Background: an optimization exercise with open tools, aiming at small area and a short achievable clock period. Do not read the settings as production practice.

==> inputs of run G <==
// dpu_pe_operator_top
module dpu_pe_operator_top (
  input               clk,
  input        [31:0] in_0,
  input        [31:0] in_1,
  input        [3:0]  opcode,
  input        [1:0]  precision_config,
  output logic [31:0] out
);
Settings: LEC_CHECK=0, ABC_AREA=1, CAP_MARGIN=20, CORE_MARGIN=2, CORE_UTILIZATION=40, SLEW_MARGIN=20; clock period 30.0 ns.
standard.sh (not shown) runs the stock make flow with config.mk's settings and CLKGATE_MAP_FILE= SYNTH_SCRIPT=/design/flow/synth_recipe.tcl, a recipe that flattens the netlist after the stock synthesis.
==> flow/flow/run.sh <==
#!/bin/bash
# Standard layout (the standard.sh: the standard synthesis and ORFS
# steps at the design's clock period and constraints), with the timing
# repair steps asked to keep a larger setup slack margin so that they size
# and buffer the critical paths. The log of the whole run is standard.log.
bash standard.sh SETUP_SLACK_MARGIN=20 finish > standard.log 2>&1
==> run X: changes against run G <==
--- a/flow/design.v
+++ b/flow/design.v
@@ -2170,77 +2170,17 @@
   assign s969 = 1'b1 ^ s877 ^ c876;
   assign c970 = (1'b1 & s877) | (1'b1 & c876) | (s877 & c876);
   assign s971 = sx324 ^ pp349 ^ c878;
   assign c972 = (sx324 & pp349) | (sx324 & c878) | (pp349 & c878);
   assign s973 = pp350 ^ 1'b1;
   assign c974 = pp350 & 1'b1;
   assign x = {s973, s971, s969, s967, s965, s963, s961, s959, s957, s955, s953, s951, s949, s947, s945, s943, s941, s939, s937, s935, s933, s931, s929, s927, s925, s923, s921, s919, s917, s915, s913, s911, s909, s907, s905, s903, s901, s899, s897, s895, s893, s891, s889, s887, s885, s883, s881, neg1, pp2, pp1};
   assign y = {c972, c970, c968, c966, c964, c962, c960, c958, c956, c954, c952, c950, c948, c946, c944, c942, c940, c938, c936, c934, c932, c930, c928, c926, c924, c922, c920, c918, c916, c914, c912, c910, c908, c906, c904, c902, c900, c898, c896, c894, c892, c890, c888, c886, c884, c882, c880, s879, 1'b0, neg0};
-  logic co;
-  padd #(.N(50), .BK(0)) CPA (.a(x), .b(y), .ci(1'b0), .s(p), .co(co));
-endmodule
-module padd #(parameter N = 32, parameter BK = 0) (
-  input  logic [N-1:0] a,
-  input  logic [N-1:0] b,
-  input  logic         ci,
-  output logic [N-1:0] s,
-  output logic         co
-);
-  localparam L = $clog2(N + 1);
-  logic [N:0] g0, p0;
-  logic [2*L:0][N:0] gl, pl;
-  assign g0 = {a & b, ci};
-  assign p0 = {a ^ b, 1'b0};
-  always_comb begin
-    gl = '0;
-    pl = '0;
-    gl[0] = g0;
-    pl[0] = p0;
-    if (BK == 0) begin
-      for (integer l = 0; l < L; l = l + 1) begin
-        for (integer i = 0; i <= N; i = i + 1) begin
-          if ((i >> l) & 1) begin
-            gl[l+1][i] = gl[l][i] | (pl[l][i] & gl[l][((i >> l) << l) - 1]);
-            pl[l+1][i] = pl[l][i] & pl[l][((i >> l) << l) - 1];
-          end else begin
-            gl[l+1][i] = gl[l][i];
-            pl[l+1][i] = pl[l][i];
-          end
-        end
-      end
-      for (integer l = L; l < 2 * L; l = l + 1) begin
-        gl[l+1] = gl[l];
-        pl[l+1] = pl[l];
-      end
-    end else begin
-      for (integer l = 0; l < L; l = l + 1) begin
-        gl[l+1] = gl[l];
-        pl[l+1] = pl[l];
-        for (integer i = 0; i <= N; i = i + 1)
-          if (((i + 1) % (2 << l)) == 0) begin
-            gl[l+1][i] = gl[l][i] | (pl[l][i] & gl[l][i - (1 << l)]);
-            pl[l+1][i] = pl[l][i] & pl[l][i - (1 << l)];
-          end
-      end
-      for (integer l = L - 1; l >= 1; l = l - 1) begin
-        gl[2*L-l] = gl[2*L-l-1];
-        pl[2*L-l] = pl[2*L-l-1];
-        for (integer i = 0; i <= N; i = i + 1)
-          if (((i + 1) % (1 << l)) == (1 << (l - 1)) && i >= (1 << l)) begin
-            gl[2*L-l][i] = gl[2*L-l-1][i] | (pl[2*L-l-1][i] & gl[2*L-l-1][i - (1 << (l-1))]);
-            pl[2*L-l][i] = pl[2*L-l-1][i] & pl[2*L-l-1][i - (1 << (l-1))];
-          end
-      end
-      gl[2*L] = gl[2*L-1];
-      pl[2*L] = pl[2*L-1];
-    end
-  end
-  assign s  = p0[N:1] ^ gl[2*L][N-1:0];
-  assign co = gl[2*L][N];
+  assign p = x + y;
 endmodule
 module posit_decode (
   input  logic [31:0] x,
   input  logic        m16,
   input  logic        m8,
   output logic [24:0] mw,
   output logic [7:0]  esw,
   output logic [14:0] dr,
@@ -2377,97 +2317,95 @@
         s = j / 7;
         if (j + k > 27)                     src = 1'b0;
         else if (j + k <= 7 * s + 6)        src = c[t][j+k];
         else if (j + k <= 14 * (s/2) + 13)  src = m8 ? 1'b0 : c[t][j+k];
         else                                src = m32 ? c[t][j+k] : 1'b0;
         c[t+1][j] = d[t][s] ? src : c[t][j];
       end
     end
+    sum = big + c[5];
   end
-  logic co;
-  padd #(.N(28), .BK(0)) ADD (.a(big), .b(c[5]), .ci(1'b0), .s(sum), .co(co));
 endmodule
 module lane_add28 (
   input  logic [27:0] a,
   input  logic [27:0] b,
   input  logic [3:0]  cin,
   input  logic        brk,
   output logic [27:0] s
 );
   logic [15:0] x0, y0, z0, x1, y1, z1;
   assign x0 = {a[13:7],  brk ? cin[1] : 1'b1, a[6:0],   cin[0]};
   assign y0 = {b[13:7],  brk & cin[1],        b[6:0],   cin[0]};
   assign x1 = {a[27:21], brk ? cin[3] : 1'b1, a[20:14], cin[2]};
   assign y1 = {b[27:21], brk & cin[3],        b[20:14], cin[2]};
-  logic co0, co1;
-  padd #(.N(16), .BK(0)) ADD0 (.a(x0), .b(y0), .ci(1'b0), .s(z0), .co(co0));
-  padd #(.N(16), .BK(0)) ADD1 (.a(x1), .b(y1), .ci(1'b0), .s(z1), .co(co1));
+  assign z0 = x0 + y0;
+  assign z1 = x1 + y1;
   assign s = {z1[15:9], z1[7:1], z0[15:9], z0[7:1]};
 endmodule
 module posit_encode (
   input  logic [31:0] w,
   input  logic [3:0]  g,
   input  logic        d16,         
   input  logic [1:0]  d8,          
   input  logic [3:0]  d4,          
   input  logic [3:0]  d2,
   input  logic [3:0]  d1,
-  input  logic [3:0]  fill,        
-  input  logic        xh,          
-  input  logic        xf,          
   input  logic        m16,
   input  logic        m8,
   output logic [31:0] out
 );
+  logic m32;
   logic [5:0][31:0] c;
   logic [5:0]       r32;
   logic [5:0][1:0]  r16;
   logic [5:0][3:0]  r8;
   logic [4:0][3:0]  d;
+  logic [3:0]       fill;
   logic [31:0]      rb;
+  assign m32 = ~m16 & ~m8;
   always_comb begin
     for (integer s = 0; s < 4; s = s + 1) begin
       d[0][s] = d16;
       d[1][s] = d8[s/2];
       d[2][s] = d4[s];
       d[3][s] = d2[s];
       d[4][s] = d1[s];
+      fill[s] = m8 ? w[8*s+7] : (m16 ? w[16*(s/2)+15] : w[31]);
     end
     c[0] = w;
     r32[0] = g[0];
     r16[0] = {g[2], g[0]};
     r8[0]  = g;
     for (integer t = 0; t < 5; t = t + 1) begin
       integer k;
       k = 16 >> t;
       for (integer j = 0; j < 32; j = j + 1) begin
         logic src;
         integer s;
         s = j / 8;
         if (j + k > 31)                     src = fill[s];
         else if (j + k <= 8 * s + 7)        src = c[t][j+k];
-        else if (j + k <= 16 * (s/2) + 15)  src = xh ? c[t][j+k] : fill[s];
-        else                                src = xf ? c[t][j+k] : fill[s];
+        else if (j + k <= 16 * (s/2) + 15)  src = m8 ? fill[s] : c[t][j+k];
+        else                                src = m32 ? c[t][j+k] : fill[s];
         c[t+1][j] = d[t][s] ? src : c[t][j];
       end
       r32[t+1] = d[t][0] ? c[t][k-1] : r32[t];
       for (integer i = 0; i < 2; i = i + 1)
         r16[t+1][i] = (k <= 8 && d[t][2*i]) ? c[t][16*i + k - 1] : r16[t][i];
       for (integer i = 0; i < 4; i = i + 1)
         r8[t+1][i] = (k <= 4 && d[t][i]) ? c[t][8*i + ((k <= 4) ? k : 1) - 1] : r8[t][i];
     end
     rb = '0;
     rb[0]  = m8 ? r8[5][0] : (m16 ? r16[5][0] : r32[5]);
     rb[8]  = m8 & r8[5][1];
     rb[16] = m8 ? r8[5][2] : (m16 & r16[5][1]);
     rb[24] = m8 & r8[5][3];
+    out = c[5] + rb;
   end
-  logic co;
-  padd #(.N(32), .BK(0)) INC (.a(c[5]), .b(rb), .ci(1'b0), .s(out), .co(co));
 endmodule
 module posit_core (
   input  logic [24:0] mw0,
   input  logic [24:0] mw1,
   input  logic [7:0]  esw0,
   input  logic [7:0]  esw1,
   input  logic [14:0] dr0,
   input  logic [14:0] dr1,
@@ -2482,18 +2420,17 @@
   input  logic        mn8,         
   input  logic        mn16,        
   output logic [31:0] w,
   output logic [3:0]  g,
   output logic        d16,
   output logic [1:0]  d8,
   output logic [3:0]  d4,
   output logic [3:0]  d2,
-  output logic [3:0]  d1,
-  output logic [3:0]  fill
+  output logic [3:0]  d1
 );
   logic       m32;
   assign m32 = ~m16 & ~m8;
   logic       nz0_32, nz1_32;
   logic [1:0] nz0_16, nz1_16;
   logic [3:0] nz0_8,  nz1_8;
   assign nz0_32 = mw0[24];
   assign nz1_32 = mw1[24];
@@ -2676,18 +2613,16 @@
         g = {3'b0, wd32[0]};
         d16 = s32[4];
         d8 = {2{s32[3]}};
         d4 = {4{s32[2]}};
         d2 = {4{s32[1]}};
         d1 = {4{s32[0]}};
       end
     end
-    for (integer s = 0; s < 4; s = s + 1)
-      fill[s] = m8 ? w[8*s+7] : (m16 ? w[16*(s/2)+15] : w[31]);
   end
 endmodule
 module dpu_pe_operator_top (
   input               clk,
   input        [31:0] in_0,
   input        [31:0] in_1,
   input        [3:0]  opcode,
   input        [1:0]  precision_config,
@@ -2699,18 +2634,17 @@
   logic [14:0] dr0_a, dr1_a;
   logic [3:0]  fl0_a, fl1_a;
   logic [31:0] np_a;
   logic        in_0_bigger;
   assign m16_a = (precision_config == 2'd1);
   assign m8_a  = (precision_config == 2'd2);
   posit_decode DEC0 (.x(in_0), .m16(m16_a), .m8(m8_a), .mw(mw0_a), .esw(esw0_a), .dr(dr0_a), .fl(fl0_a));
   posit_decode DEC1 (.x(in_1), .m16(m16_a), .m8(m8_a), .mw(mw1_a), .esw(esw1_a), .dr(dr1_a), .fl(fl1_a));
-  logic [31:0] cmp_s;
-  padd #(.N(32), .BK(1)) CMP (.a(in_0), .b(~in_1), .ci(1'b0), .s(cmp_s), .co(in_0_bigger));
+  assign in_0_bigger = in_0 > in_1;
   always_comb begin
     case (opcode)
       4'd6:    np_a = in_0;
       4'd7:    np_a = in_0_bigger ? in_0 : in_1;
       4'd8:    np_a = in_0_bigger ? in_1 : in_0;
       default: np_a = '0;
     endcase
   end
@@ -2739,40 +2673,33 @@
     mn8_q   <= (precision_config != 2'd2);
     mn16_q  <= (precision_config != 2'd1);
   end
   logic [31:0] w_b;
   logic [3:0]  g_b;
   logic        d16_b;
   logic [1:0]  d8_b;
   logic [3:0]  d4_b, d2_b, d1_b;
-  logic [3:0]  fill_b;
   posit_core CORE (.mw0(mw0_q), .mw1(mw1_q), .esw0(esw0_q), .esw1(esw1_q), .dr0(dr0_q), .dr1(dr1_q),
                    .fl0(fl0_q), .fl1(fl1_q), .np(np_q),
                    .posit(posit_q), .mul(mul_q), .m16(m16_q), .m8(m8_q),
                    .mm32(mm32_q), .mn8(mn8_q), .mn16(mn16_q),
-                   .w(w_b), .g(g_b), .d16(d16_b), .d8(d8_b), .d4(d4_b), .d2(d2_b), .d1(d1_b), .fill(fill_b));
+                   .w(w_b), .g(g_b), .d16(d16_b), .d8(d8_b), .d4(d4_b), .d2(d2_b), .d1(d1_b));
   logic [31:0] w_q;
   logic [3:0]  g_q;
   logic        d16_q;
   logic [1:0]  d8_q;
   logic [3:0]  d4_q, d2_q, d1_q;
   logic        m16_qq, m8_qq;
-  logic [3:0]  fill_q;
-  logic        xh_q, xf_q;
   always_ff @(posedge clk) begin
     w_q    <= w_b;
     g_q    <= g_b;
     d16_q  <= d16_b;
     d8_q   <= d8_b;
     d4_q   <= d4_b;
     d2_q   <= d2_b;
     d1_q   <= d1_b;
     m16_qq <= m16_q;
     m8_qq  <= m8_q;
-    fill_q <= fill_b;
-    xh_q   <= ~m8_q;
-    xf_q   <= ~m8_q & ~m16_q;
   end
   posit_encode ENC (.w(w_q), .g(g_q), .d16(d16_q), .d8(d8_q), .d4(d4_q), .d2(d2_q), .d1(d1_q),
-                    .fill(fill_q), .xh(xh_q), .xf(xf_q),
                     .m16(m16_qq), .m8(m8_qq), .out(out));
 endmodule
==> flow/run.sh (new file) <==
#!/bin/bash
# synth_recipe.tcl (not shown) runs the flow's synth.tcl, then flattens the netlist and writes it again
# the make line also repeats each setting of config.mk as NAME=value (left out here)
make -C /OpenROAD-flow-scripts/flow DESIGN_CONFIG=/design/flow/config.mk WORK_HOME=/design/flow/orfs CLKGATE_MAP_FILE= SYNTH_SCRIPT=/design/flow/synth_recipe.tcl finish
==> flow/config.mk (replaced) <==
export PLATFORM = sky130hd
export DESIGN_NAME = dpu_pe_operator_top
export DESIGN_NICKNAME = dpu_pe_operator_top
export VERILOG_FILES = /design/flow/design.v
export SDC_FILE = /design/flow/constraint.sdc
export NUM_CORES = 4
export LEC_CHECK = 0
export ABC_AREA = 1
export CAP_MARGIN = 60
export CORE_MARGIN = 2
export CORE_UTILIZATION = 40
export SLEW_MARGIN = 80
removed: flow/flow/run.sh
removed: flow/standard.sh
==> comparison table <==
Final Cell Area: run X 0.0514 mm^2; run G 0.0492 mm^2
Run status: run X complete, no violations; run G complete, no violations
Routed met3 length: run X 19100 um; run G 18700 um
Chip Height: run X 335 um; run G 328 um
Headroom to the max-slew limit: run X 0.766; run G 0.237
Flip-flop and latch count after synthesis: run X 196; run G 201
GP Congestion: run X 1.07; run G 1.06
Distinct cell type count after synthesis: run X 83; run G 68
Total length of routed wires: run X 199000 um; run G 196000 um
XOR/XNOR Fraction of Synth Area: run X 0.0901; run G 0.0953
DP Area: run X 0.0497 mm^2; run G 0.0441 mm^2
Critical path origin: run X m8_qq$_DFF_P_; run G d16_q$_SDFF_PP0_
Post-Syn Instances: run X 7130; run G 6726
Multi-input gate share of the layout cell area: run X 0.736; run G 0.710
Synthesis-to-layout area growth: run X 17.3%; run G 16.8%
Antenna cell count: run X 0; run G 1
Beginning of the worst hold path: run X np_q[12]$_DFF_P_; run G np_q[22]$_DFF_P_
Arrival time at the worst endpoint: run X 6.07 ns; run G 4.43 ns
Post-route setup slack: run X 17.93 ns; run G 19.57 ns
Number of buffers added for setup after CTS: run X 0; run G 105
Worst hold path endpoint: run X w_q[12]$_DFF_P_; run G w_q[22]$_DFF_P_
No run of this note included a check of the RTL's function; only the layout flow was run.

## what the ideal ports hide
The flow's constraints put no driver on any port. The routed layouts listed below were extracted and timed again, unchanged, in two steps.
Step 1, drivers: a clkbuf_16 drives clk and a buf_2 each remaining input, both assumed.
Step 2 adds t to the input delays and takes it off the output delays; t is the mean of the earliest and latest rising clock arrival at the registers after step 1. Input paths then give back, and output paths get back, about the clock's delay inside the block.
a / b / c = ideal / step 1 / step 2; a / b = the first two.
run | t (ns) | setup slack, ns | worst setup path at the end
run G | 0.627 | 19.570 / 19.511 / 19.400 | input to register
run X | 0.572 | 17.926 / 17.852 / 18.283 | input to register
After both steps setup and hold are still met in every run listed. For run G, which loses most, drivers alone change the setup slack by -0.059 ns; drivers and shift together by -0.170 ns.
